This design comes from an exercise in tuning for small area and a short achievable clock period on the open sky130 flow, not from production work. RTL that was checked went through simulation tests only; none was proved equivalent to the original. Power figures rest on the tool's default switching activity, not on a simulated workload.

==> branch pepper: inputs <==
## radix3_fft
module radix3_fft(
    input clk,
    input rst,
    input in_valid,
    input [31:0] a_re,
    input [31:0] a_img,
    input [31:0] b_re,
    input [31:0] b_img,
    input [31:0] c_re,
    input [31:0] c_img,
    output out_valid,
    output [31:0] ao_re,
    output [31:0] ao_img,
    output [31:0] bo_re,
    output [31:0] bo_img,
    output [31:0] co_re,
    output [31:0] co_img
    );
parameter [5:0] R1 = 6'b011111;     
parameter [5:0] R2 = 6'b011111;     
parameter [4:0] RM = 5'b10111;      
parameter [5:0] R3 = 6'b011111;     
function integer cnt;
    input [31:0] x;
    integer i;
    begin
        cnt = 0;
        for (i = 0; i < 32; i = i + 1) cnt = cnt + x[i];
    end
endfunction
localparam L1 = cnt(R1);
localparam L2 = cnt(R2);
localparam LM = cnt(RM);
localparam L3 = cnt(R3);
localparam LMID = (L2 > LM) ? L2 : LM;
localparam LAT = L1 + LMID + L3;
reg [LAT-1:0] v;
always @(posedge clk) begin
    if (rst)
        v <= {LAT{1'b0}};
    else
        v <= {v[LAT-2:0], in_valid};
end
assign out_valid = v[LAT-1];
wire [31:0] s_re, s_img, d_re, d_img, a1_re, a1_img;
r3_pair #(.R(R1)) P1R (.clk(clk), .x(b_re),  .y(c_re),  .zp(s_re),  .zm(d_re));
r3_pair #(.R(R1)) P1I (.clk(clk), .x(b_img), .y(c_img), .zp(s_img), .zm(d_img));
r3_pipe #(.W(64), .N(L1)) DA (.clk(clk), .d({a_re, a_img}), .q({a1_re, a1_img}));
wire [31:0] ao2_re, ao2_img, p_re, p_img, m_re, m_img;
wire [31:0] ao3_re, ao3_img, p3_re, p3_img, m3_re, m3_img;
r3_st2 #(.R(R2)) S2R (.clk(clk), .a(a1_re),  .s(s_re),  .ao(ao2_re),  .p(p_re));
r3_st2 #(.R(R2)) S2I (.clk(clk), .a(a1_img), .s(s_img), .ao(ao2_img), .p(p_img));
r3_mul #(.R(RM)) MR (.clk(clk), .d(d_re),  .m(m_re));
r3_mul #(.R(RM)) MI (.clk(clk), .d(d_img), .m(m_img));
r3_pipe #(.W(128), .N(LMID - L2)) DP (.clk(clk), .d({ao2_re, ao2_img, p_re, p_img}),
                                      .q({ao3_re, ao3_img, p3_re, p3_img}));
r3_pipe #(.W(64), .N(LMID - LM)) DM (.clk(clk), .d({m_re, m_img}), .q({m3_re, m3_img}));
r3_pair #(.R(R3)) P3R (.clk(clk), .x(p3_re),  .y(m3_img), .zp(co_re),  .zm(bo_re));
r3_pair #(.R(R3)) P3I (.clk(clk), .x(p3_img), .y(m3_re),  .zp(bo_img), .zm(co_img));
  ...
Settings: LEC_CHECK=0, CAP_MARGIN=20, CORE_MARGIN=2, CORE_UTILIZATION=40, SETUP_SLACK_MARGIN=2.4, SLEW_MARGIN=20; clock period 5.0 ns.
run.sh (not shown) runs the stock make flow with config.mk's settings and CLKGATE_MAP_FILE= SYNTH_SCRIPT=/design/flow/synth_recipe.tcl, a recipe that flattens the netlist after the stock synthesis.
==> inputs of branch delta, as changes to branch pepper <==
--- a/flow/design.v
+++ b/flow/design.v
@@ -253,63 +253,65 @@
 wire feq1 = ~|n1;                   
 wire fge = fa >= fs;
 wire [7:0] e0 = tneg ? es : ea;
 wire [7:0] e1 = (tneg | esz) ? es1 : ea;
 wire abig0 = mp1 ? w : ~(feq0 & ~fge);
 wire abig1 = mp1 ? (feq1 & fge) : ~esz;
 wire [3:0] sel0 = mp1 ? (w ? 4'b0000 : 4'b0100) : (abig0 ? 4'b1000 : 4'b0010);
 wire [3:0] sel1 = mp1 ? (abig1 ? 4'b0001 : 4'b1000) : (esz ? 4'b0000 : 4'b0100);
-wire [3:0] selA = same ? sel0 : sel1;
-wire [3:0] selS = same ? sel1 : sel0;
-wire abigA = same ? abig0 : abig1;
-wire abigS = same ? abig1 : abig0;
-wire [7:0] eA = same ? e0 : e1;
-wire [7:0] eS = same ? e1 : e0;
-wire sgnd = sa ^ ~abigS;
-wire [22:0] fa_b, fs_b; wire [4:0] sg_b; wire [3:0] selA_b, selS_b; wire [7:0] eA_b, eS_b;
-wire sgz_b, mp1_b, abigA_b, abigS_b, same_b, sa_b, sgnd_b;
-r3_cut #(.W(23+23+5+4+4+8+8+7), .EN(R[0])) C0 (.clk(clk),
-    .d({fa, fs, sg[4:0], selA, selS, eA, eS, sgz, mp1, abigA, abigS, same, sa, sgnd}),
-    .q({fa_b, fs_b, sg_b, selA_b, selS_b, eA_b, eS_b, sgz_b, mp1_b, abigA_b, abigS_b, same_b, sa_b, sgnd_b}));
+wire [22:0] fa_b, fs_b; wire [4:0] sg_b; wire [3:0] sel0_b, sel1_b; wire [7:0] e0_b, e1_b;
+wire sgz_b, mp1_b, abig0_b, abig1_b, same_b, sa_b;
+r3_cut #(.W(23+23+5+4+4+8+8+6), .EN(R[0])) C0 (.clk(clk),
+    .d({fa, fs, sg[4:0], sel0, sel1, e0, e1, sgz, mp1, abig0, abig1, same, sa}),
+    .q({fa_b, fs_b, sg_b, sel0_b, sel1_b, e0_b, e1_b, sgz_b, mp1_b, abig0_b, abig1_b, same_b, sa_b}));
+wire [3:0] selA = same_b ? sel0_b : sel1_b;
+wire [3:0] selS = same_b ? sel1_b : sel0_b;
+wire abigA = same_b ? abig0_b : abig1_b;
+wire abigS = same_b ? abig1_b : abig0_b;
+wire [7:0] eA = same_b ? e0_b : e1_b;
+wire [7:0] eS = same_b ? e1_b : e0_b;
+wire sgnd = sa_b ^ ~abigS;
 wire [23:0] ma = {1'b1, fa_b};
 wire [23:0] ms = {1'b1, fs_b};
 wire [23:0] xs = mp1_b ? ma : ms;
 wire [23:0] base = sgz_b ? 24'd0 : (xs >> sg_b);
 wire [23:0] base1 = {1'b0, base[23:1]};
-wire [23:0] smA = ({24{selA_b[3]}} & base) | ({24{selA_b[2]}} & base1) |
-                  ({24{selA_b[1]}} & ma) | ({24{selA_b[0]}} & ms);
-wire [23:0] smS = ({24{selS_b[3]}} & base) | ({24{selS_b[2]}} & base1) |
-                  ({24{selS_b[1]}} & ma) | ({24{selS_b[0]}} & ms);
-wire [22:0] lfA = abigA_b ? fa_b : fs_b;
-wire [22:0] lfS = abigS_b ? fa_b : fs_b;
+wire [23:0] smA = ({24{selA[3]}} & base) | ({24{selA[2]}} & base1) |
+                  ({24{selA[1]}} & ma) | ({24{selA[0]}} & ms);
+wire [23:0] smS = ({24{selS[3]}} & base) | ({24{selS[2]}} & base1) |
+                  ({24{selS[1]}} & ma) | ({24{selS[0]}} & ms);
+wire [22:0] lfA = abigA ? fa_b : fs_b;
+wire [22:0] lfS = abigS ? fa_b : fs_b;
 wire [22:0] lfA_c, lfS_c; wire [23:0] smA_c, smS_c; wire [7:0] eA_c, eS_c; wire same_c, sa_c, sgnd_c;
 r3_cut #(.W(2*(23+24+8)+3), .EN(R[1])) C1 (.clk(clk),
-    .d({lfA, smA, eA_b, lfS, smS, eS_b, same_b, sa_b, sgnd_b}),
+    .d({lfA, smA, eA, lfS, smS, eS, same_b, sa_b, sgnd}),
     .q({lfA_c, smA_c, eA_c, lfS_c, smS_c, eS_c, same_c, sa_c, sgnd_c}));
 r3_fin #(.R(R[4:2])) F (.clk(clk), .la({1'b1, lfA_c}), .sa(smA_c), .ls({1'b1, lfS_c}), .ss(smS_c),
     .ea(eA_c), .es(eS_c), .same(same_c), .sgn(sa_c), .sgnd(sgnd_c), .zp(ao), .zm(p));
 endmodule
 module r3_mul #(parameter [4:0] R = 0) (
     input clk,
     input [31:0] d,
     output [31:0] m
     );
 wire [31:0] di;
 r3_cut #(.W(32), .EN(R[3])) C3 (.clk(clk), .d(d), .q(di));
 wire [23:0] mm = {1'b1, di[22:0]};
 wire [24:0] t = {1'b0, mm} + {2'b0, mm[23:1]};
 wire [23:0] u = mm - {4'd0, mm[23:4]};
-wire [22:0] f_b; wire c1; wire [23:0] u_b; wire [7:0] e_b; wire sd_b;
-r3_cut #(.W(23+1+24+8+1), .EN(R[0])) C0 (.clk(clk),
-    .d({di[22:0], t[24], u, di[30:23], di[31]}), .q({f_b, c1, u_b, e_b, sd_b}));
+wire [7:0] e = di[30:23];
+wire ez_a = (e == 8'd0);
+wire byp1_a = (e == 8'd1) | ((e == 8'd255) & t[24]);
+wire byp2_a = (e[7:1] == 7'd1) | (e[7:1] == 7'd2);    
+wire [22:0] f_b; wire c1; wire [23:0] u_b; wire [7:0] e_b; wire sd_b, ez, byp1, byp2;
+r3_cut #(.W(23+1+24+8+1+3), .EN(R[0])) C0 (.clk(clk),
+    .d({di[22:0], t[24], u, e, di[31], ez_a, byp1_a, byp2_a}),
+    .q({f_b, c1, u_b, e_b, sd_b, ez, byp1, byp2}));
 wire u23 = u_b[23];
-wire ez = (e_b == 8'd0);
-wire byp1 = (e_b == 8'd1) | ((e_b == 8'd255) & c1);
-wire byp2 = (e_b[7:1] == 7'd1) | (e_b[7:1] == 7'd2);    
 wire byp = byp1 | byp2;
 wire nrm = ~byp & ~ez;
 wire [23:0] m_b = {1'b1, f_b};
 wire [23:0] s2 = u23 ? u_b : {u_b[22:0], 1'b0};
 wire [24:0] o1 = {1'b0, byp1 ? s2 : m_b};
 wire [24:0] o2 = nrm ? {2'd0, m_b[23:1]} : 25'd0;
 wire [24:0] o3 = nrm ? {3'd0, u_b[23:3], 1'b0} : ez ? {2'd0, u_b[23:1]} : 25'd0;
 wire cin = nrm & ~c1 & u_b[2];
- CTS_CLUSTER_DIAMETER: default -> 100
- CTS_CLUSTER_SIZE: default -> 30
- SETUP_SLACK_MARGIN: 2.4 -> 2.3
==> inputs of branch maple, as changes to branch pepper <==
--- a/flow/design.v
+++ b/flow/design.v
@@ -253,63 +253,65 @@
 wire feq1 = ~|n1;                   
 wire fge = fa >= fs;
 wire [7:0] e0 = tneg ? es : ea;
 wire [7:0] e1 = (tneg | esz) ? es1 : ea;
 wire abig0 = mp1 ? w : ~(feq0 & ~fge);
 wire abig1 = mp1 ? (feq1 & fge) : ~esz;
 wire [3:0] sel0 = mp1 ? (w ? 4'b0000 : 4'b0100) : (abig0 ? 4'b1000 : 4'b0010);
 wire [3:0] sel1 = mp1 ? (abig1 ? 4'b0001 : 4'b1000) : (esz ? 4'b0000 : 4'b0100);
-wire [3:0] selA = same ? sel0 : sel1;
-wire [3:0] selS = same ? sel1 : sel0;
-wire abigA = same ? abig0 : abig1;
-wire abigS = same ? abig1 : abig0;
-wire [7:0] eA = same ? e0 : e1;
-wire [7:0] eS = same ? e1 : e0;
-wire sgnd = sa ^ ~abigS;
-wire [22:0] fa_b, fs_b; wire [4:0] sg_b; wire [3:0] selA_b, selS_b; wire [7:0] eA_b, eS_b;
-wire sgz_b, mp1_b, abigA_b, abigS_b, same_b, sa_b, sgnd_b;
-r3_cut #(.W(23+23+5+4+4+8+8+7), .EN(R[0])) C0 (.clk(clk),
-    .d({fa, fs, sg[4:0], selA, selS, eA, eS, sgz, mp1, abigA, abigS, same, sa, sgnd}),
-    .q({fa_b, fs_b, sg_b, selA_b, selS_b, eA_b, eS_b, sgz_b, mp1_b, abigA_b, abigS_b, same_b, sa_b, sgnd_b}));
+wire [22:0] fa_b, fs_b; wire [4:0] sg_b; wire [3:0] sel0_b, sel1_b; wire [7:0] e0_b, e1_b;
+wire sgz_b, mp1_b, abig0_b, abig1_b, same_b, sa_b;
+r3_cut #(.W(23+23+5+4+4+8+8+6), .EN(R[0])) C0 (.clk(clk),
+    .d({fa, fs, sg[4:0], sel0, sel1, e0, e1, sgz, mp1, abig0, abig1, same, sa}),
+    .q({fa_b, fs_b, sg_b, sel0_b, sel1_b, e0_b, e1_b, sgz_b, mp1_b, abig0_b, abig1_b, same_b, sa_b}));
+wire [3:0] selA = same_b ? sel0_b : sel1_b;
+wire [3:0] selS = same_b ? sel1_b : sel0_b;
+wire abigA = same_b ? abig0_b : abig1_b;
+wire abigS = same_b ? abig1_b : abig0_b;
+wire [7:0] eA = same_b ? e0_b : e1_b;
+wire [7:0] eS = same_b ? e1_b : e0_b;
+wire sgnd = sa_b ^ ~abigS;
 wire [23:0] ma = {1'b1, fa_b};
 wire [23:0] ms = {1'b1, fs_b};
 wire [23:0] xs = mp1_b ? ma : ms;
 wire [23:0] base = sgz_b ? 24'd0 : (xs >> sg_b);
 wire [23:0] base1 = {1'b0, base[23:1]};
-wire [23:0] smA = ({24{selA_b[3]}} & base) | ({24{selA_b[2]}} & base1) |
-                  ({24{selA_b[1]}} & ma) | ({24{selA_b[0]}} & ms);
-wire [23:0] smS = ({24{selS_b[3]}} & base) | ({24{selS_b[2]}} & base1) |
-                  ({24{selS_b[1]}} & ma) | ({24{selS_b[0]}} & ms);
-wire [22:0] lfA = abigA_b ? fa_b : fs_b;
-wire [22:0] lfS = abigS_b ? fa_b : fs_b;
+wire [23:0] smA = ({24{selA[3]}} & base) | ({24{selA[2]}} & base1) |
+                  ({24{selA[1]}} & ma) | ({24{selA[0]}} & ms);
+wire [23:0] smS = ({24{selS[3]}} & base) | ({24{selS[2]}} & base1) |
+                  ({24{selS[1]}} & ma) | ({24{selS[0]}} & ms);
+wire [22:0] lfA = abigA ? fa_b : fs_b;
+wire [22:0] lfS = abigS ? fa_b : fs_b;
 wire [22:0] lfA_c, lfS_c; wire [23:0] smA_c, smS_c; wire [7:0] eA_c, eS_c; wire same_c, sa_c, sgnd_c;
 r3_cut #(.W(2*(23+24+8)+3), .EN(R[1])) C1 (.clk(clk),
-    .d({lfA, smA, eA_b, lfS, smS, eS_b, same_b, sa_b, sgnd_b}),
+    .d({lfA, smA, eA, lfS, smS, eS, same_b, sa_b, sgnd}),
     .q({lfA_c, smA_c, eA_c, lfS_c, smS_c, eS_c, same_c, sa_c, sgnd_c}));
 r3_fin #(.R(R[4:2])) F (.clk(clk), .la({1'b1, lfA_c}), .sa(smA_c), .ls({1'b1, lfS_c}), .ss(smS_c),
     .ea(eA_c), .es(eS_c), .same(same_c), .sgn(sa_c), .sgnd(sgnd_c), .zp(ao), .zm(p));
 endmodule
 module r3_mul #(parameter [4:0] R = 0) (
     input clk,
     input [31:0] d,
     output [31:0] m
     );
 wire [31:0] di;
 r3_cut #(.W(32), .EN(R[3])) C3 (.clk(clk), .d(d), .q(di));
 wire [23:0] mm = {1'b1, di[22:0]};
 wire [24:0] t = {1'b0, mm} + {2'b0, mm[23:1]};
 wire [23:0] u = mm - {4'd0, mm[23:4]};
-wire [22:0] f_b; wire c1; wire [23:0] u_b; wire [7:0] e_b; wire sd_b;
-r3_cut #(.W(23+1+24+8+1), .EN(R[0])) C0 (.clk(clk),
-    .d({di[22:0], t[24], u, di[30:23], di[31]}), .q({f_b, c1, u_b, e_b, sd_b}));
+wire [7:0] e = di[30:23];
+wire ez_a = (e == 8'd0);
+wire byp1_a = (e == 8'd1) | ((e == 8'd255) & t[24]);
+wire byp2_a = (e[7:1] == 7'd1) | (e[7:1] == 7'd2);    
+wire [22:0] f_b; wire c1; wire [23:0] u_b; wire [7:0] e_b; wire sd_b, ez, byp1, byp2;
+r3_cut #(.W(23+1+24+8+1+3), .EN(R[0])) C0 (.clk(clk),
+    .d({di[22:0], t[24], u, e, di[31], ez_a, byp1_a, byp2_a}),
+    .q({f_b, c1, u_b, e_b, sd_b, ez, byp1, byp2}));
 wire u23 = u_b[23];
-wire ez = (e_b == 8'd0);
-wire byp1 = (e_b == 8'd1) | ((e_b == 8'd255) & c1);
-wire byp2 = (e_b[7:1] == 7'd1) | (e_b[7:1] == 7'd2);    
 wire byp = byp1 | byp2;
 wire nrm = ~byp & ~ez;
 wire [23:0] m_b = {1'b1, f_b};
 wire [23:0] s2 = u23 ? u_b : {u_b[22:0], 1'b0};
 wire [24:0] o1 = {1'b0, byp1 ? s2 : m_b};
 wire [24:0] o2 = nrm ? {2'd0, m_b[23:1]} : 25'd0;
 wire [24:0] o3 = nrm ? {3'd0, u_b[23:3], 1'b0} : ez ? {2'd0, u_b[23:1]} : 25'd0;
 wire cin = nrm & ~c1 & u_b[2];
- CTS_CLUSTER_DIAMETER: default -> 80
- CTS_CLUSTER_SIZE: default -> 24
==> comparison table <==
Status: branch delta finished clean; branch maple finished clean; branch pepper finished clean
Met3 layer usage reported by global route: branch delta 0.0188; branch maple 0.0231; branch pepper 0.0267
Final cell count without fillers: branch delta 16200; branch maple 16300; branch pepper 16800
Switching component of the power: branch delta 37.9 mW; branch maple 38.8 mW; branch pepper 41.5 mW
Area delta synth->final: branch delta 13.5%; branch maple 15.5%; branch pepper 20.9%
Multiplexer share of the synthesized area: branch delta 0.125; branch maple 0.125; branch pepper 0.122
Met3 routed wirelength: branch delta 10000 µm; branch maple 12100 µm; branch pepper 14000 µm
Die area: branch delta 0.316 mm²; branch maple 0.316 mm²; branch pepper 0.317 mm²
Post-CTS Setup Repair Bufs: branch delta 85; branch maple 135; branch pepper 166
Clock buffer count in the final layout: branch delta 163; branch maple 200; branch pepper 463
Clock transition at the registers of the reported paths: branch delta 110 ps; branch maple 90 ps; branch pepper 70 ps
Sequential share of power: branch delta 0.439; branch maple 0.426; branch pepper 0.386
Cell count after synthesis: branch delta 11700; branch maple 11700; branch pepper 11700
Number of antenna violations at the first check in global routing: branch delta 15; branch maple 17; branch pepper 17
Met1 layer usage reported by global route: branch delta 0.249; branch maple 0.250; branch pepper 0.254
Portion of the layout cell area used by clock cells: branch delta 0.0330; branch maple 0.0387; branch pepper 0.0771
Function not checked in branch pepper: the RTL went through the layout flow alone.

[port drivers added, routing unchanged]
In the flow no input, the clock included, has a driving cell. The finished layouts below were timed again as built, in two steps.
Step 1 (the two cells are an assumption about what drives the block):
set clk [get_ports {clk}]
set_driving_cell -lib_cell sky130_fd_sc_hd__clkbuf_16 $clk
set_driving_cell -lib_cell sky130_fd_sc_hd__buf_2 [delete_from_list [all_inputs] $clk]
Step 2 moves the port delays by t, midway between the first and last clock arrival at a register: inputs arrive t later, outputs are due t later. That takes back most of the time a late clock gives input paths.
a / b / c = ideal ports / drivers / drivers and shift; a / b = the first two.
run | shift t [ns] | setup WS [ns] | worst setup path after step 2
branch pepper | 1.003 | 1.952 / 1.952 / 1.632 | input to register
branch delta | 0.949 | 2.086 / 2.086 / 1.471 | input to register
branch maple | 0.978 | 2.140 / 2.140 / 1.575 | input to register
After both steps every run listed still meets setup and hold. The setup slack of branch delta, which loses most, moves by 0.000 ns with the drivers and by -0.615 ns with both steps.
